Context: an optimization exercise on an open-source flow, tuned for small area. The choices shown serve that exercise and are no tape-out recipe.
Function was checked by simulation only, so behaviour that the tests miss may differ from the original.
No driver is modelled on the clock port, so clocking that relies on it looks cheaper here than on a real chip.
Power is estimated from default activity; no workload was simulated.

### flow/design.v
`timescale 1ns / 1ps
module game_clock(
    input clk,
    input rst,
    output tick,
    output pix_en,
    output sample_en,
    output sample_clock
);
    reg [9:0] cnt;
    always @(posedge clk)
        if (rst) cnt <= 0;
        else cnt <= cnt + 1'b1;
    assign tick = &cnt;
    assign pix_en = (cnt[1:0] == 2'b00);
    assign sample_en = ~cnt[6] & (&cnt[5:0]);
    assign sample_clock = cnt[6];
endmodule
`timescale 1ns / 1ps
module nes_controller(
    input clk,
    input rst,
    input sample_en,
    input sample_clock,
    input data1,
    input data2,
    output c_clk,
    output latch,
    output reg [1:0] btn1,
    output reg [1:0] btn2,
    output reg other
);
    reg [3:0] stage;
    wire [3:0] stage_inc;
    incdec #(4) SI(.a(stage), .en(sample_en), .up(1'b1), .s(stage_inc));
    always @(posedge clk)
        if (rst | (sample_en & (stage == 4'd9))) stage <= 4'd0;
        else stage <= stage_inc;
    assign latch = (stage == 4'd0);
    assign c_clk = (stage != 4'd0) & (stage != 4'd9) & sample_clock;
    wire k1 = ~data1;	 
    wire k2 = ~data2;
    reg a_o1, a_o2, a_p10, a_p11, a_p20, a_p21;
    always @(posedge clk)
        if (sample_en) begin
            case (stage)
                4'd1: begin a_o1 <= k1; a_o2 <= k2; end
                4'd2, 4'd3: begin a_o1 <= a_o1 | k1; a_o2 <= a_o2 | k2; end
                4'd4: begin a_o1 <= a_o1 | k1; a_p20 <= k2; end
                4'd5: begin a_p10 <= k1; a_p21 <= k2; end
                4'd6: begin a_p11 <= k1; a_p20 <= a_p20 | k2; end
                4'd7: begin a_p10 <= a_p10 | k1; a_p21 <= a_p21 | k2; end
                4'd8: begin a_p11 <= a_p11 | k1; a_o2 <= a_o2 | k2; end
                default: ;
            endcase
        end
    always @(posedge clk)
        if (rst) begin
            btn1 <= 2'b00; btn2 <= 2'b00; other <= 1'b0;
        end else if (sample_en && stage == 4'd9) begin
            btn1 <= {a_p11, a_p10};
            btn2 <= {a_p21, a_p20};
            other <= a_o1 & a_o2;
        end
endmodule
`timescale 1ns / 1ps
module ball_logic(
    input clk,
    input hard_reset,
    input tick,
    input [1:0] btn1,
    input [1:0] btn2,
    input other,
    output reg [9:0] bx,
    output reg [8:0] by,
    output reg [9:1] p1x1,
    output reg [9:1] p2x1,
    output [7:0] w1,
    output [7:0] w2,
    output reg game_end,
    output reg hit
);
    reg fresh;		 
    reg xinc, yinc;
    reg [4:0] nhit;	 
    reg [1:0] m1, m2;	 
    wire sreset = hard_reset | (tick & game_end & other);
    wire step = tick & ~game_end;
    wire [9:0] x;
    wire [8:0] y;
    incdec #(10) XN(.a(bx), .en(step & ~fresh), .up(xinc), .s(x));
    incdec #(9) YN(.a(by), .en(step & ~fresh), .up(yinc), .s(y));
    wire [4:0] q = nhit - {4'd0, hit};
    reg [7:0] w1r, w2r;
    reg [8:0] r1, r2;
    always @(*)
        case (q)
            5'd0: begin w1r = 8'd150; r1 = 9'd245; w2r = 8'd150; r2 = 9'd245; end
            5'd1: begin w1r = 8'd150; r1 = 9'd245; w2r = 8'd150; r2 = 9'd245; end
            5'd2: begin w1r = 8'd139; r1 = 9'd251; w2r = 8'd150; r2 = 9'd245; end
            5'd3: begin w1r = 8'd139; r1 = 9'd251; w2r = 8'd139; r2 = 9'd251; end
            5'd4: begin w1r = 8'd128; r1 = 9'd256; w2r = 8'd139; r2 = 9'd251; end
            5'd5: begin w1r = 8'd128; r1 = 9'd256; w2r = 8'd128; r2 = 9'd256; end
            5'd6: begin w1r = 8'd117; r1 = 9'd262; w2r = 8'd128; r2 = 9'd256; end
            5'd7: begin w1r = 8'd117; r1 = 9'd262; w2r = 8'd117; r2 = 9'd262; end
            5'd8: begin w1r = 8'd106; r1 = 9'd267; w2r = 8'd117; r2 = 9'd262; end
            5'd9: begin w1r = 8'd106; r1 = 9'd267; w2r = 8'd106; r2 = 9'd267; end
            5'd10: begin w1r = 8'd95; r1 = 9'd273; w2r = 8'd106; r2 = 9'd267; end
            5'd11: begin w1r = 8'd95; r1 = 9'd273; w2r = 8'd95; r2 = 9'd273; end
            5'd12: begin w1r = 8'd84; r1 = 9'd278; w2r = 8'd95; r2 = 9'd273; end
            5'd13: begin w1r = 8'd84; r1 = 9'd278; w2r = 8'd84; r2 = 9'd278; end
            5'd14: begin w1r = 8'd73; r1 = 9'd284; w2r = 8'd84; r2 = 9'd278; end
            5'd15: begin w1r = 8'd73; r1 = 9'd284; w2r = 8'd73; r2 = 9'd284; end
            5'd16: begin w1r = 8'd62; r1 = 9'd289; w2r = 8'd73; r2 = 9'd284; end
            5'd17: begin w1r = 8'd62; r1 = 9'd289; w2r = 8'd62; r2 = 9'd289; end
            5'd18: begin w1r = 8'd51; r1 = 9'd295; w2r = 8'd62; r2 = 9'd289; end
            5'd19: begin w1r = 8'd51; r1 = 9'd295; w2r = 8'd51; r2 = 9'd295; end
            5'd20: begin w1r = 8'd40; r1 = 9'd300; w2r = 8'd51; r2 = 9'd295; end
            default: begin w1r = 8'd40; r1 = 9'd300; w2r = 8'd40; r2 = 9'd300; end
        endcase
    assign w1 = w1r;
    assign w2 = w2r;
    wire top_edge = (y <= 9'd5) & ~yinc;
    wire bot_edge = (y >= 9'd355) & yinc;
    wire [9:1] qx1 = yinc ? p2x1 : p1x1;
    wire [7:0] qw = yinc ? w2 : w1;
    wire [10:0] dq;
    add_ripple #(11) DQ(.a({1'b0, x}), .b(~{2'b00, qx1, 1'b0}), .ci(1'b1), .s(dq));
    wire past;
    lt_ripple #(8) LTW(.a(qw), .b(dq[7:0]), .y(past));
    wire miss = dq[10] | (dq[9:8] != 2'b00) | past;
    wire edge_ = top_edge | bot_edge;
    wire hit_now = edge_ & ~miss;
    wire miss_now = edge_ & miss;
    wire xinc_n = (x <= 10'd2 && !xinc) ? 1'b1 : (x >= 10'd636 && xinc) ? 1'b0 : xinc;
    wire yinc_n = top_edge ? 1'b1 : bot_edge ? 1'b0 : yinc;
    wire [4:0] nhit_n;
    incdec #(5) NH(.a(nhit), .en(step & hit_now & (nhit != 5'd22)), .up(1'b1), .s(nhit_n));
    always @(posedge clk) begin
        bx <= sreset ? 10'd20 : x;
        by <= sreset ? 9'd20 : y;
        nhit <= (hard_reset | (step & fresh)) ? 5'd0 : nhit_n;
    end
    always @(posedge clk)
        if (sreset) begin
            game_end <= 1'b0;
            fresh <= 1'b1;
            xinc <= 1'b1;
            yinc <= 1'b1;
            hit <= 1'b0;
        end else if (step) begin
            fresh <= 1'b0;
            xinc <= xinc_n;
            if (!miss_now) yinc <= yinc_n;
            game_end <= miss_now;
            hit <= hit_now;
        end
    wire pstep = step & ~fresh;
    wire pload = hard_reset | (step & fresh);
    wire [9:1] p1x1_n, p2x1_n;
    incdec #(9) P1A(.a(p1x1), .en(pstep & m1[0]), .up(~m1[1]), .s(p1x1_n));
    incdec #(9) P2A(.a(p2x1), .en(pstep & m2[0]), .up(~m2[1]), .s(p2x1_n));
    wire room1_lt, room2_lt;
    lt_ripple #(9) RM1(.a(p1x1_n), .b(r1), .y(room1_lt));
    lt_ripple #(9) RM2(.a(p2x1_n), .b(r2), .y(room2_lt));
    wire left1 = fresh | (p1x1_n != 9'd0);
    wire left2 = fresh | (p2x1_n != 9'd0);
    wire room1 = fresh | room1_lt;
    wire room2 = fresh | room2_lt;
    always @(posedge clk)
        if (tick) begin
            m1 <= (btn1 == 2'd1 && left1) ? 2'b11 : (btn1 == 2'd2 && room1) ? 2'b01 : 2'b00;
            m2 <= (btn2 == 2'd1 && left2) ? 2'b11 : (btn2 == 2'd2 && room2) ? 2'b01 : 2'b00;
        end
    always @(posedge clk) begin
        p1x1 <= pload ? 9'd130 : p1x1_n;
        p2x1 <= pload ? 9'd130 : p2x1_n;
    end
endmodule
`timescale 1ns / 1ps
module beep_for_wall(
    input clk,
    input rst,
    input e,
    input game_end,
    output reg speaker
);
    reg [19:0] bc;
    reg [14:0] bcount;
    reg ton;
    wire bwrap = (bcount == 15'd16484);
    wire bend = (bc == 20'h80000);
    wire enable = e & ~game_end;
    always @(posedge clk)
        if (rst) begin
            bc <= 20'd0; bcount <= 15'd1;
        end else if (ton) begin
            bc <= {bc[18:0], bc[19] ^ bc[16] ^ (bc[18:0] == 19'd0)};
            bcount <= bwrap ? 15'd1 : {bcount[13:0], bcount[14] ^ bcount[13]};
        end
    always @(posedge clk)
        if (rst) begin
            ton <= 1'b0; speaker <= 1'b0;
        end else if (enable) ton <= 1'b1;
        else if (game_end) begin
            ton <= 1'b0; speaker <= 1'b0;
        end else if (ton) begin
            if (bend) begin
                ton <= 1'b0; speaker <= 1'b0;
            end else if (bwrap) speaker <= ~speaker;
        end
endmodule
`timescale 1ns / 1ps
module lt_ripple #(parameter W = 10) (
    input [W-1:0] a,
    input [W-1:0] b,
    output y
);
    wire [W:0] c;
    assign c[0] = 1'b0;
    genvar i;
    generate for (i = 0; i < W; i = i + 1) begin : g
        assign c[i+1] = (~a[i] & b[i]) | (~a[i] & c[i]) | (b[i] & c[i]);
    end endgenerate
    assign y = c[W];
endmodule
module incdec #(parameter W = 10) (
    input [W-1:0] a,
    input en,
    input up,
    output [W-1:0] s
);
    wire [W:0] c;
    assign c[0] = en;
    genvar i;
    generate for (i = 0; i < W; i = i + 1) begin : g
        assign s[i] = a[i] ^ c[i];
        assign c[i+1] = c[i] & (a[i] ^ ~up);
    end endgenerate
endmodule
module add_ripple #(parameter W = 10) (
    input [W-1:0] a,
    input [W-1:0] b,
    input ci,
    output [W-1:0] s
);
    wire [W:0] c;
    assign c[0] = ci;
    genvar i;
    generate for (i = 0; i < W; i = i + 1) begin : g
        assign s[i] = a[i] ^ b[i] ^ c[i];
        assign c[i+1] = (a[i] & b[i]) | (a[i] & c[i]) | (b[i] & c[i]);
    end endgenerate
endmodule
`timescale 1ns / 1ps
module vga_display(
    input clk,
    input rst,
    input pix_en,
    input [9:1] p1x1,
    input [9:1] p2x1,
    input [7:0] w1,
    input [7:0] w2,
    input [9:0] bx,
    input [8:0] by,
    output hsync,
    output vsync,
    output [2:0] red,
    output [2:0] green,
    output [2:0] blue
);
    reg [9:0] h;
    reg [8:0] v;
    wire hwrap = pix_en & (h == 10'd655);
    wire vwrap = hwrap & (v == 9'd399);
    wire [9:0] h_inc;
    wire [8:0] v_inc;
    incdec #(10) HI(.a(h), .en(pix_en), .up(1'b1), .s(h_inc));
    incdec #(9) VI(.a(v), .en(hwrap), .up(1'b1), .s(v_inc));
    always @(posedge clk) begin
        h <= (rst | hwrap) ? 10'd880 : h_inc;
        v <= (rst | vwrap) ? 9'd481 : v_inc;
    end
    assign hsync = ~((h >= 10'd880) & (h <= 10'd975));
    assign vsync = ~((v == 9'd481) | (v == 9'd482));
    wire vis = (h <= 10'd640) & (v <= 9'd360);
    wire border = (h <= 10'd1) | (h >= 10'd639) | (v == 9'd0) | (v == 9'd360);
    wire [9:1] qx1 = v[8] ? p2x1 : p1x1;
    wire [7:0] qw = v[8] ? w2 : w1;
    wire [10:0] dp;
    add_ripple #(11) DP(.a({1'b0, h}), .b(~{2'b00, qx1, 1'b0}), .ci(1'b1), .s(dp));
    wire past;
    lt_ripple #(8) LTW(.a(qw), .b(dp[7:0]), .y(past));
    wire pad = ~dp[10] & (dp[9:8] == 2'b00) & ~past & ((v < 9'd7) | (v > 9'd353));
    wire [9:0] e;
    wire [8:0] f;
    add_ripple #(10) EX(.a(h), .b(~bx), .ci(1'b1), .s(e));
    add_ripple #(9) EY(.a(v), .b(~by), .ci(1'b1), .s(f));
    wire ex_ok = (e[9:3] == 7'h00) | (e[9:3] == 7'h7f);
    wire ey_ok = (f[8:3] == 6'h00) | (f[8:3] == 6'h3f);
    wire [2:0] ax = e[3] ? (~e[2:0] + 1'b1) : e[2:0];
    wire [2:0] ay = f[3] ? (~f[2:0] + 1'b1) : f[2:0];
    wire nx = e[3] ? e[2] : (~e[2] | (e[1:0] == 2'b00));
    wire ny = f[3] ? f[2] : (~f[2] | (f[1:0] == 2'b00));
    wire [5:0] sq = ax * ax + ay * ay;
    wire ball = ex_ok & ey_ok & nx & ny & (sq < 6'd25);
    wire c1 = vis & (border | pad);
    wire c2 = vis & ~border & ~pad & ball;
    assign red = {3{c1 | c2}};
    assign green = {c1 | c2, c1 | c2, c1};
    assign blue = {1'b0, c1, c1};
endmodule
`timescale 1ns / 1ps
module pong_main(
    input clk,
    input hard_reset,
    input data1,
    input data2,
    output c_clk,
    output latch,
    output wire hsync,
    output wire vsync,
    output wire [2:0] red,
    output wire [2:0] green,
    output wire [2:0] blue,
    output wire speaker
);
    wire tick, pix_en, sample_en, sample_clock;
    wire [1:0] btn1, btn2;
    wire other;
    wire [9:0] bx;
    wire [9:1] p1x1, p2x1;
    wire [7:0] w1, w2;
    wire [8:0] by;
    wire game_end, hit;
    game_clock TB(.clk(clk), .rst(hard_reset), .tick(tick), .pix_en(pix_en),
        .sample_en(sample_en), .sample_clock(sample_clock));
    nes_controller NES(.clk(clk), .rst(hard_reset), .sample_en(sample_en),
        .sample_clock(sample_clock), .data1(data1), .data2(data2),
        .c_clk(c_clk), .latch(latch), .btn1(btn1), .btn2(btn2), .other(other));
    ball_logic GAME(.clk(clk), .hard_reset(hard_reset), .tick(tick),
        .btn1(btn1), .btn2(btn2), .other(other), .bx(bx), .by(by),
        .p1x1(p1x1), .p2x1(p2x1), .w1(w1), .w2(w2),
        .game_end(game_end), .hit(hit));
    beep_for_wall BEEP(.clk(clk), .rst(hard_reset), .e(hit), .game_end(game_end),
        .speaker(speaker));
    vga_display VGA(.clk(clk), .rst(hard_reset), .pix_en(pix_en),
        .p1x1(p1x1), .p2x1(p2x1), .w1(w1), .w2(w2),
        .bx(bx), .by(by),
        .hsync(hsync), .vsync(vsync), .red(red), .green(green), .blue(blue));
endmodule
### flow/flow/run.sh
#!/bin/bash
# Layout flow: the standard flow (standard.sh), except that the
# combinational logic of the standard synthesis is mapped again by ABC with
# an area-oriented script. The registers of the standard synthesis are kept
# as they are (same instances, names and cells); the re-mapped netlist is
# proven equivalent to the standard one before it is used, else the
# standard netlist is kept. Every tool writes its full output to a log here.
set -euo pipefail
W=$(pwd)
F=$W/flow
R=$W/orfs/results/$FLOW_PLATFORM/pong_main/base
PDIR=$FLOW_HOME/platforms/$FLOW_PLATFORM
LIB=$(ls $PDIR/lib/sky130_fd_sc_hd__tt_025C_1v80.lib)
YOSYS=yosys
if [[ -x $FLOW_HOME/../tools/install/yosys/bin/yosys ]]; then
  YOSYS=$FLOW_HOME/../tools/install/yosys/bin/yosys
fi

# 1. standard synthesis
bash standard.sh synth > $W/log_1_standard_synth.log 2>&1
cp $R/1_2_yosys.v $W/std_synth.v

# 2. re-map the combinational logic: ABC's deepsyn with a few random seeds
# in parallel, keeping the smallest result
SEQ=$(awk '/^[ \t]*cell[ \t]*\(/{match($0,/"[^"]+"/); c=substr($0,RSTART+1,RLENGTH-2)} /^[ \t]*(ff|latch|ff_bank|statetable)[ \t]*\(/{print c}' $LIB | sort -u | tr '\n' ' ')
DU=$(sed -n '/DONT_USE_CELLS/,/^$/p' $PDIR/config.mk | grep -o "sky130_fd_sc_hd__[a-z0-9_]*" | sed 's/^/-dont_use /' | tr '\n' ' ')
remap() {
  local k=$1
  printf '&get -n\n&st\n&deepsyn -T 150 -S %s\n&put\ndch -f\namap\ntopo\n' $k > $W/area_$k.abc
  cat > $W/remap_$k.ys <<EOY
read_liberty -ignore_miss_func $LIB
blackbox $SEQ sky130_fd_sc_hd__conb_1
read_verilog $W/std_synth.v
hierarchy -top $FLOW_TOP
flatten
opt -purge
abc -liberty $LIB $DU -script $W/area_$k.abc
opt_clean -purge
select $FLOW_TOP
write_verilog -selected -noattr -noexpr -nohex -nodec $W/remap_raw_$k.v
design -reset
read_liberty -lib -ignore_miss_func $LIB
read_verilog $W/remap_raw_$k.v
hierarchy -top $FLOW_TOP
hilomap -singleton -hicell sky130_fd_sc_hd__conb_1 HI -locell sky130_fd_sc_hd__conb_1 LO
insbuf -buf sky130_fd_sc_hd__buf_4 A X
splitnets
opt_clean -purge
check -assert
tee -o $W/remap_area_$k.txt stat -liberty $LIB
write_verilog -noattr -noexpr -nohex -nodec $W/remap_$k.v
EOY
  $YOSYS -s $W/remap_$k.ys > $W/log_2_remap_$k.log 2>&1 || rm -f $W/remap_$k.v
}
for k in 1 2 3 4; do remap $k & done
wait
ok=0
best=""
for k in 1 2 3 4; do
  if [[ -s $W/remap_$k.v ]]; then
    a=$(grep "Chip area" $W/remap_area_$k.txt | awk "{print \$NF}" || true)
    echo "seed $k: $a" >> $W/remap_areas.txt
    if [[ -z "$best" ]] || awk -v a=$a -v b=$barea 'BEGIN{exit !(a < b)}'; then best=$k; barea=$a; fi
  fi
done
if [[ -n "$best" ]]; then cp $W/remap_$best.v $W/remap.v; ok=1; echo "chosen: seed $best" >> $W/remap_areas.txt; fi

# 3. the registers must be the standard synthesis's, and the logic the same
regs() { grep -E "^ *sky130_fd_sc_hd__[a-z0-9_]+ " "$1" | awk -v seq=" $SEQ " '{ if (index(seq, " " $1 " ")) print $1, $2 }' | sort; }
if [[ $ok == 1 ]]; then
  regs $W/std_synth.v > $W/regs_std.txt
  regs $W/remap.v > $W/regs_remap.txt
  if ! cmp -s $W/regs_std.txt $W/regs_remap.txt || [[ ! -s $W/regs_std.txt ]]; then ok=0; fi
fi
if [[ $ok == 1 ]]; then
  cat > $W/equiv.ys <<EOY
read_liberty -ignore_miss_func $LIB
read_verilog $W/std_synth.v
rename $FLOW_TOP gold
read_verilog $W/remap.v
rename $FLOW_TOP gate
hierarchy -check
flatten gold gate
opt_clean
equiv_make gold gate equiv
hierarchy -top equiv
equiv_simple -undef
equiv_induct -undef
equiv_status -assert
EOY
  $YOSYS -s $W/equiv.ys > $W/log_3_equiv.log 2>&1 || ok=0
fi
echo "remap used: $ok" > $W/remap_status.txt
if [[ $ok == 1 ]]; then
  cp $W/remap.v $R/1_2_yosys.v
  rm -f $R/1_synth.odb $R/1_synth.sdc
  touch $R/1_2_yosys.v
fi

# 4. the rest of the standard flow, with a clock tree of small buffers and
# no dummy loads, clock buffers then downsized where the clock slew allows,
# and the smallest buffer on each port
export BUFFER_PORTS_ARGS="-buffer_cell sky130_fd_sc_hd__buf_1"
export POST_CTS_TCL=$F/downsize.tcl
export CTS_ARGS="-sink_clustering_enable -repair_clock_nets -dont_use_dummy_load -buf_list sky130_fd_sc_hd__clkbuf_8"
bash standard.sh finish > $W/log_4_standard_finish.log 2>&1
### flow/flow/downsize.tcl
set ds_slew_limit 0.110
set ds_sizes {sky130_fd_sc_hd__clkbuf_1 sky130_fd_sc_hd__clkbuf_2 sky130_fd_sc_hd__clkbuf_4}
proc ds_max_clk_slew {} {
  set mx 0
  foreach pin [get_pins -hierarchical */CLK] {
    set s [get_property $pin slew_max]
    if {$s > $mx} { set mx $s }
  }
  return $mx
}
estimate_parasitics -placement
set ds_bufs {}
foreach inst [get_cells *] {
  set m [get_property $inst ref_name]
  if {[string match "sky130_fd_sc_hd__clkbuf_*" $m] && [string match "clkbuf_*" [get_property $inst name]]} {
    lappend ds_bufs $inst
  }
}
puts "downsize: [llength $ds_bufs] clock buffers, max clock slew [ds_max_clk_slew]"
foreach inst $ds_bufs {
  set orig [get_property $inst ref_name]
  foreach size $ds_sizes {
    if {$size == $orig} { break }
    if {[catch { replace_cell $inst $size } err]} { continue }
    estimate_parasitics -placement
    if {[ds_max_clk_slew] <= $ds_slew_limit} {
      puts "downsize: [get_property $inst name] $orig -> $size"
      break
    }
    replace_cell $inst $orig
    estimate_parasitics -placement
  }
}
puts "downsize: max clock slew now [ds_max_clk_slew]"
### flow/standard.sh
#!/bin/bash
# synth_recipe.tcl (not shown) runs the flow's synth.tcl, then flattens the netlist and writes it again
# the make line also repeats each setting of config.mk as NAME=value (left out here)
make -C /OpenROAD-flow-scripts/flow DESIGN_CONFIG=/design/flow/config.mk WORK_HOME=/design/flow/orfs CLKGATE_MAP_FILE= SYNTH_SCRIPT=/design/flow/synth_recipe.tcl "${@:-finish}"
### flow/config.mk
export PLATFORM = sky130hd
export DESIGN_NAME = pong_main
export DESIGN_NICKNAME = pong_main
export VERILOG_FILES = /design/flow/design.v
export SDC_FILE = /design/flow/constraint.sdc
export NUM_CORES = 4
export LEC_CHECK = 0
export ABC_AREA = 1
export CAP_MARGIN = 20
export CORE_MARGIN = 2
export CORE_UTILIZATION = 60
export SLEW_MARGIN = 20
### flow/constraint.sdc
create_clock -name core_clock -period 20.0 [get_ports {clk}]
set_input_delay 4.0000 -clock core_clock [delete_from_list [all_inputs] [get_ports {clk}]]
set_output_delay 4.0000 -clock core_clock [all_outputs]
set_load 0.01 [all_outputs]
==> run summary, run 1 <==
Gr usage total: 30.6%
Uppermost routed layer: met4
Port bufs: 16
# fillers: 1226
Maxcap violations: 0
Setup violators final: 0
Syn_nets: 1109
Grt ovf: 0
Remaining antenna violation count: 0
Crit Reg-Reg Startpoint: TB.cnt[0]$_SDFF_PP0_
IO Pins: 18
Reg2Reg Depth: 35
Critical Path AT: 5.97 ns
Cells after Synth: 1105
F_max: 0.100 GHz
First-pass GRT wire length: 32500 um
Met2 WL: 9180 um
# diodes: 0
Critical path's most frequent cell: nor2_1
Final hold violations: 0
Hold_ws: 0.453 ns
Kind of critical path: flip-flop to output port
Worst Hold Launch: TB.cnt[0]$_SDFF_PP0_
Number of global-route vias before repair: 6909
Pwr Total: 414 uW
Core Box Area: 0.0125 sq mm
Clock Latency Late Sink: 0.75 ns
Reg-to-Reg End: GAME.nhit[4]$_SDFF_PP0_
Crit-path max FO: 10
Largest net degree at the start of global routing: 34
WP data required: 16.00 ns
Rows: 41
Setup crit end kind: output port
# nets final: 1142
Pre-antenna DRT Iters: 5
Via count: 7748
Wl on met1: 9030 um
IR drop worst, VDD: 53.9 uV
DR iter-0 viols: 693
Initial core utilization: 60.9%
CTS tree: yes
P&R area growth vs syn: 5.54%
Yosys warnings: 7
P_leak: 0.00267 uW
Reg2Reg Setup Slack: 12.37 ns
Finished Layout Cells: 1308
Setup_tns: 0 ns
Slowest-stage cell, CP: dfxtp_1
CP Launch Type: flip-flop
Final period util: 49.8%
DRC: 0
Clk pin slew, worst setup/hold paths: 0.09 ns
Measured slew at the worst slew-check pin: 1.05 ns
Rel. slew slack: 30.0%
End of the worst hold path: TB.cnt[0]$_SDFF_PP0_
Count of final max-slew check failures: 0
Critical Path Max Stage Delay: 0.40 ns
Status: no timing/DRC/antenna violations
Die width: 116 um
Dpl cell area: 0.00785 sq mm
Pwr Density: 51.7 mW/mm^2
RSZ-0062 raised after global routing: no
DP Cell Count: 1291
Die height: 116 um
Hold depth: 1
Fin area: 0.00801 sq mm
Via density: 5.92
Hpwl dp: 15200 um
Clk_skew: 0.0435 ns
Share of cells above drive strength 1: 1.94%
Met3 routed WL: 1100 um
Cell area after synthesis: 0.00759 sq mm
Die Area: 0.0136 sq mm
Final Wtd Congestion: 0.991
Worst Hold Class: flip-flop to flip-flop
Fin crit period: 9.97 ns
Clk sinks: 132
Final wirelength: 19800 um
Post-Syn Area per Cell: 6.87 sq um
Initial antenna violation count: 0
Routed length per instance: 15.2 um
[registers in the layout (all words and copies together), names as in the netlist, 2 cells and up]
name	count
BEEP.bc	20
BEEP.bcount	15
GAME.bx	10
TB.cnt	10
VGA.h	10
GAME.by	9
GAME.p1x1	9
GAME.p2x1	9
VGA.v	9
GAME.nhit	5
NES.stage	4
GAME.m1	2
GAME.m2	2
NES.btn1	2
NES.btn2	2
[worst max path at each step]
stage / slack, ns / endpoint / start / cells after the start
floorplan: 11.47 / green[2] / GAME.hit$_SDFFE_PP0N_ / 29
global placement: 11.06 / red[1] / GAME.hit$_SDFFE_PP0N_ / 29
detailed placement: 10.88 / red[1] / GAME.hit$_SDFFE_PP0N_ / 29
global route: 9.09 / green[1] / GAME.hit$_SDFFE_PP0N_ / 29
finish: 10.03 / red[1] / GAME.hit$_SDFFE_PP0N_ / 29
[critical path, delay by kind of cell (launching register included)]
| family | cells | cell delay, ns |
|---|---|---|
| compound gates | 15 | 2.72 |
| simple gates | 9 | 1.31 |
| buf+inv | 5 | 0.80 |
| flops | 1 | 0.40 |
[layout make-up]
type / count / area, sq um / area share [%]
multi-input combinational: 779 / 4090 / 51.1
sequential: 132 / 2740 / 34.2
inverter: 187 / 702 / 8.76
tap: 172 / 215 / 2.69
clock buffer: 17 / 160 / 2.00
timing repair buffer: 21 / 97.6 / 1.22
[layout by cell type (no fill, tap or decap), types with 3 or more instances in the layout]
cell type  count
nor2b_1       13
clkbuf_8       6
nor4_1        11
or2_0          9
dfxtp_1      122
and2_0         4
a22oi_1       16
o221ai_1      21
buf_1         16
o21a_1        11
nor2_1       206
a31oi_1        8
nand2_1       75
buf_4          5
clkbuf_4       9
o21ai_0      108
nand3_1       11
or3_1          8
o22a_1         4
o32ai_1        3
o22ai_1       92
o41ai_1        3
or4_1          5
a211oi_1      20
and3_1         6
a221oi_1       5
nand4_1       10
edfxtp_1      10
clkinv_1     187
a21oi_1       60
nor3_1        47
[through the flow]
| step | utilization [%] | setup WS (ns) |
|---|---|---|
| global placement | 63.0 | 11.06 |
| floorplan | - | 11.47 |
| finish | 64.3 | 10.03 |
| detailed placement | 63.0 | 10.88 |
| global route | 64.3 | 9.09 |
[per-layer routing]
metal	GRT usage, %	up-vias
met5	0	-
met1	39.2	3446
met2	51.1	233
met3	5.60	39
li1	-	4030
met4	12.5	0
[where the power goes]
part / total, uW / leakage [uW] / switching, uW / internal [uW]
clock: 134 / 0.0000929 / 84.9 / 49.3
combinational: 12.5 / 0.00149 / 9.13 / 3.41
sequential: 267 / 0.00108 / 0.794 / 266
==> inputs of run 2 (changes only) <==
==> flow/flow/downsize.tcl (replaced) <==
set ds_slew_limit 0.105
set ds_sizes {sky130_fd_sc_hd__clkbuf_1 sky130_fd_sc_hd__clkbuf_2 sky130_fd_sc_hd__clkbuf_4}
proc ds_max_clk_slew {} {
  set mx 0
  foreach pin [get_pins -hierarchical */CLK] {
    set s [get_property $pin slew_max]
    if {$s > $mx} { set mx $s }
  }
  return $mx
}
proc ds_run {} {
  global ds_slew_limit ds_sizes
  estimate_parasitics -placement
  set bufs {}
  foreach inst [get_cells *] {
    set m [get_property $inst ref_name]
    if {[string match "sky130_fd_sc_hd__clkbuf_*" $m] && [string match "clkbuf_*" [get_property $inst name]]} {
      lappend bufs $inst
    }
  }
  puts "downsize: [llength $bufs] clock buffers, max clock slew [ds_max_clk_slew]"
  foreach inst $bufs {
    set orig [get_property $inst ref_name]
    foreach size $ds_sizes {
      if {$size == $orig} { break }
      if {[catch { replace_cell $inst $size }]} { continue }
      estimate_parasitics -placement
      if {[ds_max_clk_slew] <= $ds_slew_limit} {
        puts "downsize: [get_property $inst name] $orig -> $size"
        break
      }
      replace_cell $inst $orig
      estimate_parasitics -placement
    }
  }
  puts "downsize: max clock slew now [ds_max_clk_slew]"
}
if {[catch { ds_run } err]} {
  puts "downsize: stopped: $err"
}
==> run 2 against run 1 <==
Net effect:
- die area did not move
- area after synthesis unchanged
- final cell count unchanged
- maximum frequency rose by 2.8%
- wire length about the same
- clock skew decreased by 0.015 ns
- count of clock-buffer cells in the layout stayed put
- final area rose by 0.92%
- clock power increased by 22%
- power up 7.0%
- synthesized cell count unchanged
- largest cell class unchanged
==> run summary, run 2 <==
Worst Hold Class: flip-flop to flip-flop
Clk pin slew, worst setup/hold paths: 0.08 ns
Rows: 41
IR drop worst, VDD: 59.2 uV
Routed length per instance: 15.2 um
Die Area: 0.0136 sq mm
Gr usage total: 30.7%
Measured slew at the worst slew-check pin: 1.03 ns
Reg2Reg Setup Slack: 12.36 ns
# diodes: 0
Die height: 116 um
Via count: 7744
Critical path's most frequent cell: nor2_1
Dpl cell area: 0.00785 sq mm
P_leak: 0.00270 uW
WP data required: 16.00 ns
DR iter-0 viols: 757
Clk sinks: 132
Number of global-route vias before repair: 6898
Max reg flops: 20
Fin area: 0.00808 sq mm
Cell area after synthesis: 0.00759 sq mm
Share of cells above drive strength 1: 1.94%
Final Wtd Congestion: 0.991
Yosys warnings: 7
Pwr Density: 54.8 mW/mm^2
Final hold violations: 0
Setup crit end kind: output port
Maxcap violations: 0
Count of final max-slew check failures: 0
Die width: 116 um
Crit-path max FO: 10
Status: no timing/DRC/antenna violations
CTS tree: yes
DRC: 0
CP Launch Type: flip-flop
P&R area growth vs syn: 6.51%
Post-Syn Area per Cell: 6.87 sq um
Finished Layout Cells: 1308
Hpwl dp: 15200 um
Critical Path AT: 5.70 ns
Commonest cells after routing, fill and taps aside: nor2_1 (206), clkinv_1 (187), dfxtp_1 (122), o21ai_0 (108), o22ai_1 (92)
Worst setup margin: 10.30 ns
Cells after Synth: 1105
Largest Register: BEEP.bc
Final wirelength: 19900 um
First-pass GRT wire length: 32500 um
Syn_nets: 1109
Grt ovf: 0
Pre-antenna DRT Iters: 6
Port bufs: 16
Fin crit period: 9.70 ns
Initial antenna violation count: 0
Commonest non-fill, non-tap cell in the layout: nor2_1
Kind of critical path: flip-flop to output port
Largest net degree at the start of global routing: 34
Rel. slew slack: 30.8%
# nets final: 1142
Clock Latency Late Sink: 0.46 ns
DP Cell Count: 1291
Setup_tns: 0 ns
Top flop regs: BEEP.bc (20), BEEP.bcount (15)
Clk_skew: 0.0288 ns
Slowest-stage cell, CP: dfxtp_1
Final period util: 48.5%
Remaining antenna violation count: 0
Critical Path Max Stage Delay: 0.40 ns
Core Box Area: 0.0125 sq mm
F_max: 0.103 GHz
Hold_ws: 0.452 ns
RSZ-0062 raised after global routing: no
Dpl ws: 10.88 ns
Initial core utilization: 60.9%
IO Pins: 18
Setup violators final: 0
Via density: 5.92
run 2: cell count changes in the layout (fill, tap and decap cells not counted):
cell / delta
clkbuf_4: -9
clkbuf_2: -2
clkbuf_8: +11
run 2: metrics by stage:
| stage | util [%] | total power (uW) |
|---|---|---|
| floorplan | - | 281 |
| global placement | 63.0 | 286 |
| detailed placement | 63.0 | 286 |
| finish | 64.8 | 443 |
| global route | 64.8 | 458 |
run 2: worst paths after layout:
check,from,cells past startpoint,endpoint
setup / recovery,GAME.hit$_SDFFE_PP0N_,29,red[1]
hold / removal,TB.cnt[0]$_SDFF_PP0_,1,TB.cnt[0]$_SDFF_PP0_
setup reg to reg,TB.cnt[0]$_SDFF_PP0_,35,GAME.nhit[4]$_SDFF_PP0_
hold reg to reg,TB.cnt[0]$_SDFF_PP0_,1,TB.cnt[0]$_SDFF_PP0_
run 2: area by class of cell:
type / instances / area (sq um)
clock buffers: 17 / 234
repair buffers: 21 / 97.6
inverters: 187 / 702
well taps: 172 / 215
fillers: 1210 / 4380
multi-input cells: 779 / 4090
flip-flops and latches: 132 / 2740
run 2: critical path, delay by kind of cell, from the launching register on:
family,cells,cell delay (ns)
buf+inv,5,0.79
simple gates,9,1.33
compound gates,15,2.72
flops,1,0.40
run 2: power breakdown:
part	internal, uW	switching, uW	total [uW]
clock	74.5	88.5	163
combinational	3.41	9.15	12.6
sequential	267	0.799	268
total	345	98.4	443
run 2: layer usage:
layer	vias up	GRT usage, %	share of wire, %
met5	-	0	0
met4	0	12.8	2.5
met3	44	5.60	4.7
met2	225	51.0	46
met1	3453	39.3	46
li1	4022	-	-
==> inputs of run 3 (changes only) <==
--- a/flow/flow/run.sh
+++ b/flow/flow/run.sh
@@ -20,13 +20,13 @@
 bash standard.sh synth > $W/log_1_standard_synth.log 2>&1
 cp $R/1_2_yosys.v $W/std_synth.v
 
-# 2. re-map the combinational logic: ABC's deepsyn with a few random seeds
-# in parallel, keeping the smallest result
+# 2. re-map the combinational logic: ABC's deepsyn with twelve random seeds,
+# four at a time, keeping the smallest result
 SEQ=$(awk '/^[ \t]*cell[ \t]*\(/{match($0,/"[^"]+"/); c=substr($0,RSTART+1,RLENGTH-2)} /^[ \t]*(ff|latch|ff_bank|statetable)[ \t]*\(/{print c}' $LIB | sort -u | tr '\n' ' ')
 DU=$(sed -n '/DONT_USE_CELLS/,/^$/p' $PDIR/config.mk | grep -o "sky130_fd_sc_hd__[a-z0-9_]*" | sed 's/^/-dont_use /' | tr '\n' ' ')
 remap() {
   local k=$1
-  printf '&get -n\n&st\n&deepsyn -T 150 -S %s\n&put\ndch -f\namap\ntopo\n' $k > $W/area_$k.abc
+  printf '&get -n\n&st\n&deepsyn -T 60 -S %s\n&put\ndch -f\namap\ntopo\n' $k > $W/area_$k.abc
   cat > $W/remap_$k.ys <<EOY
 read_liberty -ignore_miss_func $LIB
 blackbox $SEQ sky130_fd_sc_hd__conb_1
@@ -52,11 +52,13 @@
 EOY
   $YOSYS -s $W/remap_$k.ys > $W/log_2_remap_$k.log 2>&1 || rm -f $W/remap_$k.v
 }
-for k in 1 2 3 4; do remap $k & done
-wait
+for b in 0 4 8; do
+  for i in 1 2 3 4; do remap $((b + i)) & done
+  wait
+done
 ok=0
 best=""
-for k in 1 2 3 4; do
+for k in $(seq 1 12); do
   if [[ -s $W/remap_$k.v ]]; then
     a=$(grep "Chip area" $W/remap_area_$k.txt | awk "{print \$NF}" || true)
     echo "seed $k: $a" >> $W/remap_areas.txt
==> run 3 against run 2 <==
Net effect:
- still clean
- clock skew down 0.00065 ns
- count of clock-buffer cells in the layout unchanged
- sequential power about the same
- die area down 0.41%
- final cell count down 0.54%
- area after synthesis down 0.43%
- hold slack better by 0.0024 ns
- core utilization up 1.3 points
- sequential share of layout area up 0.19 points
- largest cell class unchanged
==> run summary, run 3 <==
Status: no timing/DRC/antenna violations
Rel. slew slack: 32.0%
First-pass GRT wire length: 31200 um
Final period util: 47.8%
Hold depth: 1
Setup violators final: 0
Crit path from: GAME.hit$_SDFFE_PP0N_
Initial core utilization: 62.1%
Die height: 116 um
Via count: 7602
Commonest cells after routing, fill and taps aside: nor2_1 (208), clkinv_1 (188), dfxtp_1 (122), o21ai_0 (111), nand2_1 (92)
Crit-path max FO: 8
Number of global-route vias before repair: 6647
# nets final: 1139
Syn_nets: 1107
Worst Hold Class: flip-flop to flip-flop
Fin crit period: 9.55 ns
Reg-to-Reg End: GAME.nhit[4]$_SDFF_PP0_
Initial antenna violation count: 0
Gr usage total: 29.4%
Max reg flops: 20
Rows: 40
Clk sinks: 132
# diodes: 0
Dpl ws: 11.03 ns
CP Launch Type: flip-flop
Yosys warnings: 7
P_leak: 0.00276 uW
Setup_tns: 0 ns
Commonest non-fill, non-tap cell in the layout: nor2_1
Cell area after synthesis: 0.00756 sq mm
Dpl cell area: 0.00780 sq mm
Remaining antenna violation count: 0
Routed length per instance: 14.7 um
Pre-antenna DRT Iters: 5
# fillers: 1089
Crit Reg-Reg Startpoint: TB.cnt[0]$_SDFF_PP0_
WP data required: 16.00 ns
Final hold violations: 0
Largest net degree at the start of global routing: 34
Final Wtd Congestion: 0.945
Worst setup margin: 10.45 ns
Reg2Reg Depth: 35
Post-Syn Area per Cell: 6.85 sq um
Critical path's most frequent cell: clkinv_1
Die width: 116 um
Clk pin slew, worst setup/hold paths: 0.07 ns
IR drop worst, VDD: 53.3 uV
IO Pins: 18
Area of the multi-input gates: 0.00406 sq mm
F_max: 0.105 GHz
Largest Register: BEEP.bc
Count of final max-slew check failures: 0
Maxcap violations: 0
Via density: 5.84
Reg2Reg Setup Slack: 12.49 ns
Slowest-stage cell, CP: o22ai_1
Top flop regs: BEEP.bc (20), BEEP.bcount (15)
DRC: 0
Critical Path Max Stage Delay: 0.45 ns
Port bufs: 16
Share of cells above drive strength 1: 1.85%
Clk_skew: 0.0281 ns
Setup crit end kind: output port
Fin area: 0.00804 sq mm
Final wirelength: 19100 um
Pwr Density: 55.0 mW/mm^2
Critical Path AT: 5.55 ns
Register area: 0.00274 sq mm
DR iter-0 viols: 471
Hpwl dp: 14600 um
Kind of critical path: flip-flop to output port
CP endpoint: red[1]
Cells after Synth: 1103
Core Box Area: 0.0122 sq mm
Measured slew at the worst slew-check pin: 1.02 ns
CTS tree: yes
Die Area: 0.0135 sq mm
Clock Latency Late Sink: 0.44 ns
Grt ovf: 0
RSZ-0062 raised after global routing: no
P&R area growth vs syn: 6.37%
==> run 3: cell count changes in the layout (fill, tap and decap cells not counted), moves of 4 or more <==
| cell | before | now |
|---|---|---|
| a21oi_1 | 60 | 51 |
| nand2_1 | 75 | 92 |
| nor2b_1 | 13 | 8 |
| nor3_1 | 47 | 40 |
| or3_1 | 8 | 1 |
| or4_1 | 5 | 1 |
==> run 3: how the worst min path moves through the flow <==
| stage | start | endpoint | slack [ns] |
|---|---|---|---|
| floorplan | TB.cnt[0]$_SDFF_PP0_ | TB.cnt[0]$_SDFF_PP0_ | 0.40 |
| global placement | TB.cnt[0]$_SDFF_PP0_ | TB.cnt[0]$_SDFF_PP0_ | 0.42 |
| detailed placement | TB.cnt[0]$_SDFF_PP0_ | TB.cnt[0]$_SDFF_PP0_ | 0.43 |
| global route | TB.cnt[0]$_SDFF_PP0_ | TB.cnt[0]$_SDFF_PP0_ | 0.47 |
| finish | TB.cnt[0]$_SDFF_PP0_ | TB.cnt[0]$_SDFF_PP0_ | 0.45 |
==> run 3: critical path: cells and delay by family (launching register included) <==
kind                   cells  cell delay [ns]
AOI/OAI and AO/OA         11             1.90
buffers and inverters      6             1.05
DFF                        1             0.41
and+or+nand+nor           11             1.78
==> run 3: routing by layer <==
layer	routed length [um]	share of wire, %	global-route usage (%)
met1	8620	45	36.7
met2	8820	46	49.3
met4	620	3.2	11.7
met5	0	0	0
met3	1020	5.4	6.64
==> run 3: power by group <==
group	switching (uW)	internal, uW
Combinational	8.36	3.61
Clock	87.7	74.6
Sequential	1.02	267
==> run 3: cell type report <==
| cell class | instances | area share [%] |
|---|---|---|
| Multi-Input combinational cell | 776 | 50.5 |
| Sequential cell | 132 | 34.1 |
| Inverter | 188 | 8.78 |
| Clock buffer | 17 | 2.91 |
| Tap cell | 168 | 2.61 |
| Timing Repair Buffer | 20 | 1.12 |
==> run 3: metrics by stage <==
stage / total power [uW] / instances / util (%) / hold slack [ns]
final: 442 / 1301 / 66.1 / 0.455
after global routing: 456 / 1301 / 66.1 / 0.475
after detailed placement: 286 / 1284 / 64.2 / 0.430
after global placement: 286 / 1284 / 64.2 / 0.417
after floorplan: 281 / 1103 / - / 0.402
==> inputs of run 4 (changes only) <==
--- a/flow/flow/run.sh
+++ b/flow/flow/run.sh
@@ -20,13 +20,13 @@
 bash standard.sh synth > $W/log_1_standard_synth.log 2>&1
 cp $R/1_2_yosys.v $W/std_synth.v
 
-# 2. re-map the combinational logic: ABC's deepsyn with twelve random seeds,
+# 2. re-map the combinational logic: ABC's deepsyn with 32 random seeds,
 # four at a time, keeping the smallest result
 SEQ=$(awk '/^[ \t]*cell[ \t]*\(/{match($0,/"[^"]+"/); c=substr($0,RSTART+1,RLENGTH-2)} /^[ \t]*(ff|latch|ff_bank|statetable)[ \t]*\(/{print c}' $LIB | sort -u | tr '\n' ' ')
 DU=$(sed -n '/DONT_USE_CELLS/,/^$/p' $PDIR/config.mk | grep -o "sky130_fd_sc_hd__[a-z0-9_]*" | sed 's/^/-dont_use /' | tr '\n' ' ')
 remap() {
   local k=$1
-  printf '&get -n\n&st\n&deepsyn -T 60 -S %s\n&put\ndch -f\namap\ntopo\n' $k > $W/area_$k.abc
+  printf '&get -n\n&st\n&deepsyn -T 25 -S %s\n&put\ndch -f\namap\ntopo\n' $k > $W/area_$k.abc
   cat > $W/remap_$k.ys <<EOY
 read_liberty -ignore_miss_func $LIB
 blackbox $SEQ sky130_fd_sc_hd__conb_1
@@ -43,7 +43,7 @@
 read_verilog $W/remap_raw_$k.v
 hierarchy -top $FLOW_TOP
 hilomap -singleton -hicell sky130_fd_sc_hd__conb_1 HI -locell sky130_fd_sc_hd__conb_1 LO
-insbuf -buf sky130_fd_sc_hd__buf_4 A X
+insbuf -buf sky130_fd_sc_hd__buf_1 A X
 splitnets
 opt_clean -purge
 check -assert
@@ -52,13 +52,13 @@
 EOY
   $YOSYS -s $W/remap_$k.ys > $W/log_2_remap_$k.log 2>&1 || rm -f $W/remap_$k.v
 }
-for b in 0 4 8; do
-  for i in 1 2 3 4; do remap $((b + i)) & done
+for b in 0 4 8 12 16 20 24 28; do
+  for i in 0 1 2 3; do remap $((b + i)) & done
   wait
 done
 ok=0
 best=""
-for k in $(seq 1 12); do
+for k in $(seq 0 31); do
   if [[ -s $W/remap_$k.v ]]; then
     a=$(grep "Chip area" $W/remap_area_$k.txt | awk "{print \$NF}" || true)
     echo "seed $k: $a" >> $W/remap_areas.txt
--- a/flow/flow/downsize.tcl
+++ b/flow/flow/downsize.tcl
@@ -1,5 +1,3 @@
-set ds_slew_limit 0.105
-set ds_sizes {sky130_fd_sc_hd__clkbuf_1 sky130_fd_sc_hd__clkbuf_2 sky130_fd_sc_hd__clkbuf_4}
 proc ds_max_clk_slew {} {
   set mx 0
   foreach pin [get_pins -hierarchical */CLK] {
@@ -9,7 +7,8 @@
   return $mx
 }
 proc ds_run {} {
-  global ds_slew_limit ds_sizes
+  set ds_slew_limit 0.105
+  set ds_sizes {sky130_fd_sc_hd__clkbuf_1 sky130_fd_sc_hd__clkbuf_2 sky130_fd_sc_hd__clkbuf_4}
   estimate_parasitics -placement
   set bufs {}
   foreach inst [get_cells *] {
==> run 4 against run 3 <==
Net effect:
- largest cell class unchanged
- register-to-register slack got worse by 0.58 ns
- first-iteration DRC count up 37%
- synthesized cell count shrank 1.0%
- via count grew 1.7%
- clock power decreased by 16%
- still clean on timing, DRC and antenna
- core utilization fell by 0.28 points
- wire length rose by 3.0%
- critical path type unchanged
- sequential share of layout area is 0.29 points higher
- area after synthesis is 0.36% lower
- sequential power about the same
- critical path depth is 4 lower
- clock skew up 0.015 ns
==> run summary, run 4 <==
Final hold violations: 0
Final period util: 48.2%
Largest Register: BEEP.bc
Status: no timing/DRC/antenna violations
Rows: 40
Finished Layout Cells: 1291
Die Area: 0.0135 sq mm
Maxcap violations: 0
Int Power: 320 uW
Routed length per instance: 15.2 um
Clock Latency Late Sink: 0.76 ns
Setup violators final: 0
Hpwl dp: 14900 um
Critical Path AT: 5.65 ns
Yosys warnings: 7
DRC: 0
Rel. slew slack: 36.7%
Setup crit end kind: output port
Share of cells above drive strength 1: 1.96%
Initial antenna violation count: 1
# nets final: 1128
F_max: 0.104 GHz
Count of final max-slew check failures: 0
Clk_skew: 0.0427 ns
Cell area after synthesis: 0.00753 sq mm
Port bufs: 16
Die height: 116 um
CTS tree: yes
Via density: 5.99
RSZ-0062 raised after global routing: no
P_leak: 0.00269 uW
Clock network power share: 32.7%
IR drop worst, VDD: 53.4 uV
Worst Hold Class: flip-flop to flip-flop
Remaining antenna violation count: 0
WP data required: 16.00 ns
Reg power frac: 64.3%
Max reg flops: 20
Syn_nets: 1096
Final Wtd Congestion: 0.939
Post-Syn Area per Cell: 6.90 sq um
Cells after Synth: 1092
Top flop regs: BEEP.bc (20), BEEP.bcount (15)
# fillers: 1183
Gr usage total: 30.6%
Commonest non-fill, non-tap cell in the layout: nor2_1
CP Launch Type: flip-flop
P&R area growth vs syn: 5.87%
DP Cell Count: 1273
DR iter-0 viols: 645
IO Pins: 18
Commonest cells after routing, fill and taps aside: nor2_1 (196), clkinv_1 (181), dfxtp_1 (122), o21ai_0 (101), o22ai_1 (96)
Fin crit period: 9.65 ns
Kind of critical path: flip-flop to output port
Sw power: 95.7 uW
Number of global-route vias before repair: 6875
Grt ovf: 0
Initial core utilization: 62.2%
Crit-path max FO: 9
Clk sinks: 132
Largest net degree at the start of global routing: 34
Final wirelength: 19700 um
Via count: 7730
Pre-antenna DRT Iters: 6
Setup_tns: 0 ns
Switching share of power: 23.0%
Logic gate share of total power: 3.0%
Core Box Area: 0.0121 sq mm
Die width: 116 um
Measured slew at the worst slew-check pin: 0.946 ns
Pwr Density: 52.2 mW/mm^2
Clk pin slew, worst setup/hold paths: 0.09 ns
First-pass GRT wire length: 32300 um
## run 4: power groups by stage
| stage | sequential, uW | clock [uW] | combinational, uW |
|---|---|---|---|
| 3_3_place_gp | 274 | 0 | 12.3 |
| 5_1_grt | 268 | 148 | 14.2 |
| 2_1_floorplan | 273 | 0 | 8.09 |
| 6_report | 267 | 136 | 12.6 |
| 3_5_place_dp | 274 | 0 | 12.4 |
## run 4: area by class of cell
class | count | area, sq um | share of cell area, %
multi-input combinational | 772 | 4080 | 51.2
timing repair buffer | 20 | 90.1 | 1.13
sequential | 132 | 2740 | 34.4
clock buffer | 17 | 163 | 2.04
antenna | 1 | 2.50 | 0.0314
tap | 168 | 210 | 2.64
inverter | 181 | 679 | 8.52
## run 4: worst paths after layout
check | startpoint | to | slack [ns] | cells past startpoint
worst min-delay path | TB.cnt[0]$_SDFF_PP0_ | TB.cnt[0]$_SDFF_PP0_ | 0.44 | 1
worst max register to register | TB.cnt[0]$_SDFF_PP0_ | GAME.nhit[4]$_SDFF_PP0_ | 11.91 | 32
worst min register to register | TB.cnt[0]$_SDFF_PP0_ | TB.cnt[0]$_SDFF_PP0_ | 0.44 | 1
worst max-delay path | GAME.hit$_SDFFE_PP0N_ | red[0] | 10.35 | 24
## run 4: metal layers
metal | GRT usage (%) | vias to the layer above | routed length (um)
met5 | 0 | - | 0
met2 | 52.2 | 216 | 9130
met3 | 5.02 | 52 | 1050
met1 | 38.7 | 3472 | 8900
li1 | - | 3990 | -
met4 | 12.6 | 0 | 580
## run 4: critical path, cell delays in order (launching register included)
cell and delay, ns:
dfxtp_1 0.40, nand2_1 0.10, nor2_1 0.10, clkinv_1 0.08, nor2_1 0.13, clkinv_1 0.12
nor2_1 0.15, clkinv_1 0.09, o22ai_1 0.47, clkinv_1 0.41, nor2_1 0.22, or2_0 0.20
nor2_1 0.08, nor2_1 0.11, nand2_1 0.09, or2_0 0.29, o32ai_1 0.46, nor2_1 0.10
a222oi_1 0.34, nor4_1 0.09, nand2b_1 0.15, a31oi_1 0.17, nor2_1 0.10, or2_0 0.29
buf_1 0.15
## run 4: stage by stage
step | instance area [sq um] | hold WS [ns] | worst slack (ns) | utilization [%] | total power, uW
3_5_place_dp | 7800 | 0.427 | 11.27 | 64.4 | 286
6_report | 7970 | 0.443 | 10.35 | 65.8 | 416
2_1_floorplan | 7530 | 0.402 | 11.93 | - | 281
3_3_place_gp | 7800 | 0.422 | 11.45 | 64.4 | 286
5_1_grt | 7970 | 0.473 | 9.80 | 65.8 | 429
==> inputs of run 5 (changes only) <==
--- a/flow/flow/run.sh
+++ b/flow/flow/run.sh
@@ -20,7 +20,7 @@
 bash standard.sh synth > $W/log_1_standard_synth.log 2>&1
 cp $R/1_2_yosys.v $W/std_synth.v
 
-# 2. re-map the combinational logic: ABC's deepsyn with 32 random seeds,
+# 2. re-map the combinational logic: ABC's deepsyn with sixteen random seeds,
 # four at a time, keeping the smallest result
 SEQ=$(awk '/^[ \t]*cell[ \t]*\(/{match($0,/"[^"]+"/); c=substr($0,RSTART+1,RLENGTH-2)} /^[ \t]*(ff|latch|ff_bank|statetable)[ \t]*\(/{print c}' $LIB | sort -u | tr '\n' ' ')
 DU=$(sed -n '/DONT_USE_CELLS/,/^$/p' $PDIR/config.mk | grep -o "sky130_fd_sc_hd__[a-z0-9_]*" | sed 's/^/-dont_use /' | tr '\n' ' ')
@@ -52,13 +52,13 @@
 EOY
   $YOSYS -s $W/remap_$k.ys > $W/log_2_remap_$k.log 2>&1 || rm -f $W/remap_$k.v
 }
-for b in 0 4 8 12 16 20 24 28; do
+for b in 0 4 8 12; do
   for i in 0 1 2 3; do remap $((b + i)) & done
   wait
 done
 ok=0
 best=""
-for k in $(seq 0 31); do
+for k in $(seq 0 15); do
   if [[ -s $W/remap_$k.v ]]; then
     a=$(grep "Chip area" $W/remap_area_$k.txt | awk "{print \$NF}" || true)
     echo "seed $k: $a" >> $W/remap_areas.txt
==> run 5 against run 4 <==
Net effect:
- still clean on timing, DRC and antenna
- combinational power about the same
- via count increased by 0.74%
- worst setup slack got worse by 0.19 ns
- clock power increased by 4%
- non-clock buffer count increased by 1
- die area about the same
- synthesized cell count increased by 1.0%
- core utilization increased by 0.18 points
- sequential power about the same
- global-route usage about the same
- final cell count increased by 0.85%
- final area increased by 0.27%
- largest cell class unchanged
==> run summary, run 5 <==
Worst setup margin: 10.17 ns
Dpl cell area: 0.00780 sq mm
Setup_tns: 0 ns
Status: no timing/DRC/antenna violations
Commonest non-fill, non-tap cell in the layout: nor2_1
Area of the multi-input gates: 0.00406 sq mm
Share of cells above drive strength 1: 1.94%
Setup violators final: 0
F_max: 0.102 GHz
Die height: 116 um
Clock Latency Late Sink: 0.78 ns
DRC: 0
Initial core utilization: 62.2%
Register area: 0.00274 sq mm
Max reg flops: 20
Cells after Synth: 1103
IR drop worst, VDD: 57.6 uV
Reg2Reg Depth: 35
Post-Syn Area per Cell: 6.83 sq um
WP data required: 16.00 ns
Die width: 116 um
P&R area growth vs syn: 6.13%
Fin crit period: 9.83 ns
Routed length per instance: 14.8 um
Via density: 5.98
Yosys warnings: 7
Final wirelength: 19300 um
IO Pins: 18
Pre-antenna DRT Iters: 5
Clk pin slew, worst setup/hold paths: 0.10 ns
Final Wtd Congestion: 0.968
RSZ-0062 raised after global routing: no
Final period util: 49.2%
Kind of critical path: flip-flop to output port
Final hold violations: 0
Setup crit end kind: output port
Finished Core Util: 66.0%
Clock network power share: 33.5%
P_leak: 0.00274 uW
Pwr Density: 52.7 mW/mm^2
# diodes: 0
Rel. slew slack: 34.1%
Initial antenna violation count: 0
Largest net degree at the start of global routing: 34
Number of global-route vias before repair: 6992
Core Box Area: 0.0121 sq mm
Fin area: 0.00799 sq mm
Port bufs: 16
Reg power frac: 63.6%
Gr usage total: 30.6%
Die Area: 0.0135 sq mm
Via count: 7787
Dpl ws: 11.09 ns
Hpwl dp: 14800 um
Cell area after synthesis: 0.00753 sq mm
# fillers: 1100
Worst Hold Class: flip-flop to flip-flop
Count of final max-slew check failures: 0
Switching share of power: 23.0%
Clk sinks: 132
Logic gate share of total power: 2.9%
Int Power: 324 uW
Maxcap violations: 0
Grt ovf: 0
Measured slew at the worst slew-check pin: 0.978 ns
Sw power: 97.0 uW
Crit-path max FO: 8
Largest Register: BEEP.bc
Rows: 40
Remaining antenna violation count: 0
First-pass GRT wire length: 32400 um
CP Launch Type: flip-flop
# nets final: 1140
CTS tree: yes
Syn_nets: 1107
Clk_skew: 0.0543 ns
Top flop regs: BEEP.bc (20), BEEP.bcount (15)
Pwr Total: 421 uW
Commonest cells after routing, fill and taps aside: nor2_1 (208), clkinv_1 (188), dfxtp_1 (122), o21ai_0 (111), nand2_1 (92)
Critical Path AT: 5.83 ns
DR iter-0 viols: 633
Hold depth: 1
-- run 5: path summary, 6_finish.rpt --
kind | endpoint | slack (ns) | start
hold reg to reg | TB.cnt[0]$_SDFF_PP0_ | 0.45 | TB.cnt[0]$_SDFF_PP0_
hold / removal | TB.cnt[0]$_SDFF_PP0_ | 0.45 | TB.cnt[0]$_SDFF_PP0_
setup reg to reg | GAME.nhit[4]$_SDFF_PP0_ | 12.50 | TB.cnt[0]$_SDFF_PP0_
setup / recovery | red[0] | 10.17 | GAME.hit$_SDFFE_PP0N_
-- run 5: final cells by class --
cell class / count / area share [%]
clock buffers: 17 / 2.16
inverters: 188 / 8.83
multi-input cells: 776 / 50.8
flip-flops and latches: 132 / 34.3
well taps: 168 / 2.63
repair buffers: 21 / 1.31
-- run 5: worst max-delay path, cell delays in order (launching register included) --
cell and delay (ns):
dfxtp_1 0.42, clkinv_1 0.14, nor2_1 0.15, nand2_1 0.10, nor2_1 0.13, clkinv_1 0.11
nor2_1 0.14, clkinv_1 0.09, o22ai_1 0.38, clkinv_1 0.36, nor2_1 0.37, a21oi_1 0.15
o22ai_1 0.26, clkinv_1 0.12, a22oi_1 0.17, a21oi_1 0.07, o22a_1 0.19, o221a_1 0.20
a221oi_1 0.23, a211oi_1 0.08, a211o_1 0.25, o2111ai_1 0.09, o2111ai_1 0.13, or2_0 0.21
nor2b_1 0.16, a31o_1 0.23, buf_1 0.14
-- run 5: power by group through the flow --
stage	registers [uW]	clock network (uW)	logic [uW]
2_1_floorplan	273	0	8.01
3_3_place_gp	274	0	11.9
3_5_place_dp	274	0	11.9
5_1_grt	268	153	13.9
6_report	267	141	12.3
-- run 5: through the flow --
step	hold WS, ns	instances
final	0.446	1302
after global routing	0.472	1302
after detailed placement	0.430	1284
after global placement	0.418	1284
after floorplan	0.402	1103
-- run 5: layer usage --
layer / global-route usage (%) / up-vias / part of all wire (%)
met5: 0 / - / 0
met4: 12.5 / 0 / 3.2
met3: 6.69 / 41 / 5.4
met2: 50.8 / 220 / 47
met1: 38.8 / 3509 / 45
li1: - / 4017 / -
==> inputs of run 6 (changes only) <==
--- a/flow/design.v
+++ b/flow/design.v
@@ -40,26 +40,27 @@
     assign c_clk = (stage != 4'd0) & (stage != 4'd9) & sample_clock;
     wire k1 = ~data1;	 
     wire k2 = ~data2;
-    reg a_o1, a_o2, a_p10, a_p11, a_p20, a_p21;
+    reg a_o1, a_o2, a_p1x, a_p1y, a_p2x, a_p2y;
+    wire s1 = (stage == 4'd1);
     always @(posedge clk)
         if (sample_en) begin
-            case (stage)
-                4'd1: begin a_o1 <= k1; a_o2 <= k2; end
-                4'd2, 4'd3: begin a_o1 <= a_o1 | k1; a_o2 <= a_o2 | k2; end
-                4'd4: begin a_o1 <= a_o1 | k1; a_p20 <= k2; end
-                4'd5: begin a_p10 <= k1; a_p21 <= k2; end
-                4'd6: begin a_p11 <= k1; a_p20 <= a_p20 | k2; end
-                4'd7: begin a_p10 <= a_p10 | k1; a_p21 <= a_p21 | k2; end
-                4'd8: begin a_p11 <= a_p11 | k1; a_o2 <= a_o2 | k2; end
-                default: ;
-            endcase
+            if (stage >= 4'd1 && stage <= 4'd4) a_o1 <= k1 | (a_o1 & ~s1);
+            if (stage <= 4'd3 && stage >= 4'd1 || stage == 4'd8) a_o2 <= k2 | (a_o2 & ~s1);
+            if (stage >= 4'd5 && stage <= 4'd8) begin
+                a_p1x <= k1 | (a_p1y & (stage == 4'd7 || stage == 4'd8));
+                a_p1y <= a_p1x;
+            end
+            if (stage >= 4'd4 && stage <= 4'd7) begin
+                a_p2x <= k2 | (a_p2y & (stage == 4'd6 || stage == 4'd7));
+                a_p2y <= a_p2x;
+            end
         end
     always @(posedge clk)
         if (rst) begin
             btn1 <= 2'b00; btn2 <= 2'b00; other <= 1'b0;
         end else if (sample_en && stage == 4'd9) begin
-            btn1 <= {a_p11, a_p10};
-            btn2 <= {a_p21, a_p20};
+            btn1 <= {a_p1x, a_p1y};
+            btn2 <= {a_p2x, a_p2y};
             other <= a_o1 & a_o2;
         end
 endmodule
--- a/flow/flow/run.sh
+++ b/flow/flow/run.sh
@@ -20,7 +20,7 @@
 bash standard.sh synth > $W/log_1_standard_synth.log 2>&1
 cp $R/1_2_yosys.v $W/std_synth.v
 
-# 2. re-map the combinational logic: ABC's deepsyn with sixteen random seeds,
+# 2. re-map the combinational logic: ABC's deepsyn with 32 random seeds,
 # four at a time, keeping the smallest result
 SEQ=$(awk '/^[ \t]*cell[ \t]*\(/{match($0,/"[^"]+"/); c=substr($0,RSTART+1,RLENGTH-2)} /^[ \t]*(ff|latch|ff_bank|statetable)[ \t]*\(/{print c}' $LIB | sort -u | tr '\n' ' ')
 DU=$(sed -n '/DONT_USE_CELLS/,/^$/p' $PDIR/config.mk | grep -o "sky130_fd_sc_hd__[a-z0-9_]*" | sed 's/^/-dont_use /' | tr '\n' ' ')
@@ -52,13 +52,13 @@
 EOY
   $YOSYS -s $W/remap_$k.ys > $W/log_2_remap_$k.log 2>&1 || rm -f $W/remap_$k.v
 }
-for b in 0 4 8 12; do
+for b in 0 4 8 12 16 20 24 28; do
   for i in 0 1 2 3; do remap $((b + i)) & done
   wait
 done
 ok=0
 best=""
-for k in $(seq 0 15); do
+for k in $(seq 0 31); do
   if [[ -s $W/remap_$k.v ]]; then
     a=$(grep "Chip area" $W/remap_area_$k.txt | awk "{print \$NF}" || true)
     echo "seed $k: $a" >> $W/remap_areas.txt
==> run 6 against run 5 <==
Net effect:
- still clean on timing, DRC and antenna
- sequential cell count unchanged
- critical path depth increased by 1
- clock skew shrank 0.0025 ns
- hold slack better by 0.0086 ns
- synthesized cell count down 1.2%
- sequential power hardly changed
- worst setup slack worse by 0.48 ns
- combinational power about the same
- die area down 0.61%
- non-clock buffer count fell by 1
- count of clock-buffer cells in the layout unchanged
- largest power group unchanged
==> run summary, run 6 <==
Commonest non-fill, non-tap cell in the layout: nor2_1
Slowest-stage cell, CP: a21oi_1
Finished Core Util: 65.7%
Remaining antenna violation count: 0
Syn_nets: 1094
Int Power: 333 uW
Cells after Synth: 1090
Initial core utilization: 61.8%
CTS tree: yes
Count of final max-slew check failures: 0
Clock Latency Late Sink: 1.30 ns
Critical Path AT: 6.31 ns
Clk_skew: 0.0518 ns
Status: no timing/DRC/antenna violations
Port bufs: 16
RSZ-0062 raised after global routing: no
Sw power: 97.8 uW
Top flop regs: BEEP.bc (20), BEEP.bcount (15)
Top delay family on crit path: compound AO/OA/AOI/OAI gates
CP Launch Type: flip-flop
Share of cells above drive strength 1: 1.88%
Rel. slew slack: 16.0%
Cell area after synthesis: 0.00748 sq mm
Final period util: 51.6%
Routed length per instance: 15.1 um
P_leak: 0.00271 uW
DR iter-0 viols: 537
Via density: 5.91
Worst Hold Class: flip-flop to flip-flop
WP data required: 16.00 ns
Setup crit end kind: output port
Clk sinks: 132
Setup_tns: 0 ns
Final wirelength: 19500 um
# diodes: 0
Largest Register: BEEP.bc
Switching share of power: 22.7%
# fillers: 1131
Critical Path Max Stage Delay: 0.53 ns
Worst path bufs/invs: 3
IO Pins: 18
Reg power frac: 62.0%
Fin crit period: 10.31 ns
Via count: 7610
Maxcap violations: 0
Post-Syn Area per Cell: 6.87 sq um
Final Wtd Congestion: 0.962
DRC: 0
Initial antenna violation count: 0
Die height: 116 um
Yosys warnings: 7
Number of global-route vias before repair: 6852
Die width: 116 um
Pre-antenna DRT Iters: 6
# nets final: 1126
Die Area: 0.0134 sq mm
Clk pin slew, worst setup/hold paths: 0.09 ns
Clock network power share: 35.1%
P&R area growth vs syn: 6.35%
Logic gate share of total power: 2.9%
F_max: 0.0970 GHz
Setup violators final: 0
Core Box Area: 0.0121 sq mm
Final hold violations: 0
Largest net degree at the start of global routing: 35
IR drop worst, VDD: 57.2 uV
Hpwl dp: 15000 um
Max reg flops: 20
Gr usage total: 30.3%
Commonest cells after routing, fill and taps aside: nor2_1 (188), clkinv_1 (187), dfxtp_1 (122), o21ai_0 (108), nand2_1 (106)
Pwr Density: 54.1 mW/mm^2
Crit-path max FO: 10
First-pass GRT wire length: 32000 um
Kind of critical path: flip-flop to output port
Measured slew at the worst slew-check pin: 1.26 ns
Rows: 40
Grt ovf: 0
[run 6: area by class of cell]
type                    instances  area (sq um)  share of cell area, %
well taps                     168           210                   2.64
repair buffers                 20          90.1                   1.13
multi-input cells             764          4020                   50.4
clock buffers                  17           199                   2.50
flip-flops and latches        132          2740                   34.5
inverters                     187           702                   8.82
[run 6: metal layers]
metal / global-route usage, % / part of all wire [%] / vias to the layer above
li1: - / - / 3949
met1: 38.4 / 45 / 3392
met2: 51.6 / 47 / 224
met3: 6.22 / 5.8 / 45
met4: 10.1 / 2.8 / 0
met5: 0 / 0 / -
[run 6: path summary, 6_finish.rpt]
| path | startpoint | end | slack, ns | cells after the start |
|---|---|---|---|---|
| worst max register to register | TB.cnt[0]$_SDFF_PP0_ | GAME.nhit[4]$_SDFF_PP0_ | 13.22 | 30 |
| worst min register to register | TB.cnt[0]$_SDFF_PP0_ | TB.cnt[0]$_SDFF_PP0_ | 0.45 | 1 |
| worst max-delay path | GAME.hit$_SDFFE_PP0N_ | red[2] | 9.69 | 27 |
| worst min-delay path | TB.cnt[0]$_SDFF_PP0_ | TB.cnt[0]$_SDFF_PP0_ | 0.45 | 1 |
[run 6: metrics by stage]
step                hold slack, ns  worst slack (ns)  instances  total power [uW]  area (sq um)
global route                 0.469              8.86       1288               445          7960
finish                       0.454              9.69       1288               431          7960
floorplan                    0.402             11.87       1090               281          7480
detailed placement           0.430             11.17       1271               286          7760
global placement             0.419             11.25       1271               286          7760
[run 6: power groups by stage]
| stage | combinational, uW | clock, uW | sequential, uW |
|---|---|---|---|
| detailed placement | 12.3 | 0 | 273 |
| global placement | 12.3 | 0 | 273 |
| global route | 13.9 | 163 | 267 |
| floorplan | 7.87 | 0 | 273 |
| finish | 12.5 | 151 | 267 |

## separate check: timing with driven ports
How much do the figures lean on ideal ports? The routed layouts below were timed once more, with nothing changed but the port constraints. Step 1 sets driving cells, clkbuf_16 on the clock port and buf_2 on the other inputs (assumed; they add their load-dependent delay and slew). Step 2, shift: input delay + t, output delay - t, t = (earliest + latest rising clock arrival at the registers) / 2. This alone moves slack from input paths to output paths. a / b / c = ideal / step 1 / step 2; a / b = the first two.
| run | t, ns | slack for setup (ns) | worst hold slack (ns) | clock arrival spread, ns |
|---|---|---|---|---|
| run 1 | 0.762 | 10.031 / 9.995 / 10.757 | 0.453 / 0.453 / 0.453 | 0.044 / 0.044 |
| run 2 | 0.482 | 10.300 / 10.261 / 10.743 | 0.452 / 0.452 / 0.452 | 0.031 / 0.031 |
| run 3 | 0.465 | 10.445 / 10.409 / 10.874 | 0.455 / 0.455 / 0.455 | 0.035 / 0.034 |
| run 4 | 0.778 | 10.350 / 10.315 / 11.093 | 0.443 / 0.443 / 0.443 | 0.043 / 0.043 |
| run 5 | 0.786 | 10.165 / 10.131 / 10.917 | 0.446 / 0.446 / 0.446 | 0.054 / 0.054 |
| run 6 | 1.315 | 9.689 / 9.646 / 10.961 | 0.454 / 0.454 / 0.454 | 0.053 / 0.054 |
After both steps every run listed still meets setup and hold.
